This is an optimization exercise on Yosys and OpenROAD, whose aim is small area, a short achievable clock period and few clock cycles per item, not a production implementation.
RTL that was checked went through simulation tests only; none was proved equivalent to the original.

==> inputs of branch quartz <==
==> flow/design.v (excerpt) <==
module CNC(
    clk,
    rst_n,
    IN_VALID,
    MODE,
    IN,
    OUT_VALID,
    OUT
    );
==> flow/config.mk <==
export PLATFORM = sky130hd
export DESIGN_NAME = CNC
export DESIGN_NICKNAME = CNC
export VERILOG_FILES = /design/flow/design.v
export SDC_FILE = /design/flow/constraint.sdc
export NUM_CORES = 4
export LEC_CHECK = 0
export ABC_AREA = 1
export CAP_MARGIN = 20
export CORE_MARGIN = 2
export CORE_UTILIZATION = 65
export SETUP_SLACK_MARGIN = 3.5
export SLEW_MARGIN = 20
export SYNTH_HIERARCHICAL = 1
export SYNTH_MINIMUM_KEEP_SIZE = 0
==> flow/constraint.sdc <==
create_clock -name core_clock -period 7.5 [get_ports {clk}]
set_input_delay 1.5000 -clock core_clock [delete_from_list [all_inputs] [get_ports {clk}]]
set_output_delay 1.5000 -clock core_clock [all_outputs]
set_load 0.01 [all_outputs]
standard.sh (not shown) runs the stock make flow with config.mk's settings and CLKGATE_MAP_FILE= SYNTH_SCRIPT=/design/flow/synth_recipe.tcl, a recipe that flattens the netlist after the stock synthesis.
==> flow/flow/run.sh <==
#!/bin/bash
set -euo pipefail
export BUFFER_PORTS_ARGS="-buffer_cell sky130_fd_sc_hd__buf_2"
bash standard.sh > flow_make.log 2>&1
==> inputs of branch xenon, as changes to branch quartz <==
==> flow/run.sh (new file) <==
#!/bin/bash
# synth_recipe.tcl (not shown) runs the flow's synth.tcl, then flattens the netlist and writes it again
# the make line also repeats each setting of config.mk as NAME=value (left out here)
make -C /OpenROAD-flow-scripts/flow DESIGN_CONFIG=/design/flow/config.mk WORK_HOME=/design/flow/orfs CLKGATE_MAP_FILE= SYNTH_SCRIPT=/design/flow/synth_recipe.tcl finish
Settings changed: ABC_AREA 1 to unset.
removed: flow/flow/run.sh
removed: flow/standard.sh
==> inputs of branch willow, as changes to branch quartz <==
==> flow/run.sh (new file) <==
#!/bin/bash
# synth_recipe.tcl (not shown) runs the flow's synth.tcl, then flattens the netlist and writes it again
# the make line also repeats each setting of config.mk as NAME=value (left out here)
make -C /OpenROAD-flow-scripts/flow DESIGN_CONFIG=/design/flow/config.mk WORK_HOME=/design/flow/orfs CLKGATE_MAP_FILE= SYNTH_SCRIPT=/design/flow/synth_recipe.tcl finish
Settings changed: ABC_AREA 1 to unset, SETUP_SLACK_MARGIN 3.5 to 5.0.
removed: flow/flow/run.sh
removed: flow/standard.sh
==> notes <==
- Global-route usage: branch xenon < branch willow < branch quartz.
- Cell area: branch willow > branch xenon > branch quartz.
- In die area, branch willow and branch xenon do not differ.
- In sequential cell count, branch quartz and branch xenon do not differ.
- Against branch willow, the wire length of branch quartz is lower by about 2.3%.
- Clock-buffer cell count: branch quartz is lower than branch xenon (1).
- Against branch willow, the setup slack of branch quartz is better by 41 ps.
- Final cell count: branch xenon < branch willow < branch quartz.
- In branch willow the fmax is larger than in branch xenon, by about 2.4%.
- Sequential share of layout area: branch willow < branch xenon < branch quartz.
Testbench counts of branch quartz, summed over its fixed seeds: cycles 7,208, items 1,200.
Testbench counts of branch xenon, summed over its fixed seeds: cycles 7,208, items 1,200.
Testbench counts of branch willow, summed over its fixed seeds: cycles 7,208, items 1,200.

==> zinc <==
Another version of the RTL of CNC (not shown whole).
==> flow/config.mk <==
export PLATFORM = sky130hd
export DESIGN_NAME = CNC
export DESIGN_NICKNAME = CNC
export VERILOG_FILES = /design/flow/design.v
export SDC_FILE = /design/flow/constraint.sdc
export NUM_CORES = 4
export LEC_CHECK = 0
export CAP_MARGIN = 20
export CORE_MARGIN = 2
export CORE_UTILIZATION = 65
export SETUP_SLACK_MARGIN = 3.8
export SLEW_MARGIN = 20
export SYNTH_HIERARCHICAL = 1
export SYNTH_MINIMUM_KEEP_SIZE = 0
==> flow/constraint.sdc <==
create_clock -name core_clock -period 7.5 [get_ports {clk}]
set_input_delay 1.5000 -clock core_clock [delete_from_list [all_inputs] [get_ports {clk}]]
set_output_delay 1.5000 -clock core_clock [all_outputs]
set_load 0.01 [all_outputs]
==> flow/flow/run.sh <==
#!/bin/bash
set -euo pipefail
export BUFFER_PORTS_ARGS="-buffer_cell sky130_fd_sc_hd__buf_2"
bash standard.sh > flow_make.log 2>&1
==> juniper (differences from zinc) <==
--- a/flow/design.v
+++ b/flow/design.v
@@ -17,23 +17,24 @@
 reg p1, p2, p3, p4, p5;
 reg mul, sub;
 reg [4:0]  BO, BT, BN;  
 reg [8:0]  X;      
 reg [8:0]  S;      
 reg [15:0] P;      
 wire busy = p1 | p2 | p3;
 wire [8:0] V = p4 ? S : {IN[7], IN};
+wire       vneg = p3 & mul;
 wire [10:0] Vx = {V[8], V, 1'b0};
 wire [4:0] vo, vt, vn;
 genvar k;
 generate for (k = 0; k < 5; k = k + 1) begin : enc
     assign vo[k] = Vx[2*k+1] ^ Vx[2*k];
     assign vt[k] = (Vx[2*k+2] & ~Vx[2*k+1] & ~Vx[2*k]) | (~Vx[2*k+2] & Vx[2*k+1] & Vx[2*k]);
-    assign vn[k] = Vx[2*k+2] & ~(Vx[2*k+1] & Vx[2*k]);
+    assign vn[k] = (Vx[2*k+2] & ~(Vx[2*k+1] & Vx[2*k])) ^ (vneg & (vo[k] | vt[k]));
 end endgenerate
 wire       s_keep = p3 | (p2 & !mul);
 wire       s_in   = !(p2 & !mul);
 wire       s_neg  = p3 & sub;
 wire [8:0] s_a    = s_keep ? S : 9'd0;
 wire [8:0] s_b    = s_in ? ({IN[7], IN} ^ {9{s_neg}}) : 9'd0;
 wire [8:0] s_next = s_a + s_b + s_neg;
 reg         g;                                   
@@ -321,17 +322,17 @@
     P[8:0]  <= p3 ? X + OUT[8:0] : OUT[8:0];
     BO  <= vo;
     BT  <= vt;
     BN  <= vn;
     S   <= s_next;
     if (!rst_n)          X <= 9'h001;
     else if (p1)         X <= mul ? 9'h001 : 9'h000;
     else if (p2)         X <= mul ? OUT[8:0] : (sub ? 9'h1ff : 9'h001);
-    else if (p3)         X <= mul ? -OUT[8:0] : 9'h000;
+    else if (p3)         X <= mul ? OUT[8:0] : 9'h000;
     else if (p4)         X <= mul ? P[8:0] : 9'h001;
     else                 X <= 9'h001;
 end
 always @(posedge clk) begin
     if (!(busy | p4 | p5)) begin
         mul <= MODE[1];
         sub <= MODE[0];
     end
Settings changed: SETUP_SLACK_MARGIN 3.8 to 3.6.
==> impl_metrics.env <==
export IMPL_start_util_pct=67.6
export IMPL_use_met3_pct=7.36
export IMPL_wire_per_inst_um=18.1
export IMPL_slowest_stage="dfxtp_4"
export IMPL_num_multi_input_gates=586
export IMPL_status="complete, no violations"
-- figures above: zinc

==> impl_metrics.env <==
export IMPL_syn_inst=706
export IMPL_grt_total_usage_pct=28.1
export IMPL_placed_area_um2=6630
export IMPL_cts_buffers=9
export IMPL_start_util_pct=66.6
export IMPL_wire_per_inst_um=17.3
export IMPL_slowest_stage="or4b_1"
export IMPL_status="complete, no violations"
-- figures above: juniper

No functional check of the RTL was part of any run of this note.

-- static timing again, ports no longer ideal --
How much do the figures lean on ideal ports? The routed layouts below were timed once more, with nothing changed but the port constraints. Step 1 assumes that a clkbuf_16 drives the clock port and a buf_2 every other input. Step 2 also shifts input and output timing later by t, the mid clock arrival at the registers, as if the neighbouring blocks saw the same clock. Three values: ideal, step 1, step 2; two values: the first two.
run | shift t [ns] | setup slack, ns | worst data-port slew with drivers (ns)
branch quartz | 0.421 | 3.663 / 3.663 / 3.642 | 0.03
branch xenon | 0.401 | 3.531 / 3.531 / 3.258 | 0.03
branch willow | 0.401 | 3.622 / 3.622 / 3.622 | 0.06
zinc | 0.408 | 3.881 / 3.881 / 3.881 | 0.03
juniper | 0.407 | 3.710 / 3.711 / 3.711 | 0.03
After both steps setup and hold are still met in every run listed. The setup slack of branch xenon, which loses most, moves by 0.000 ns with the drivers and by -0.273 ns with both steps.
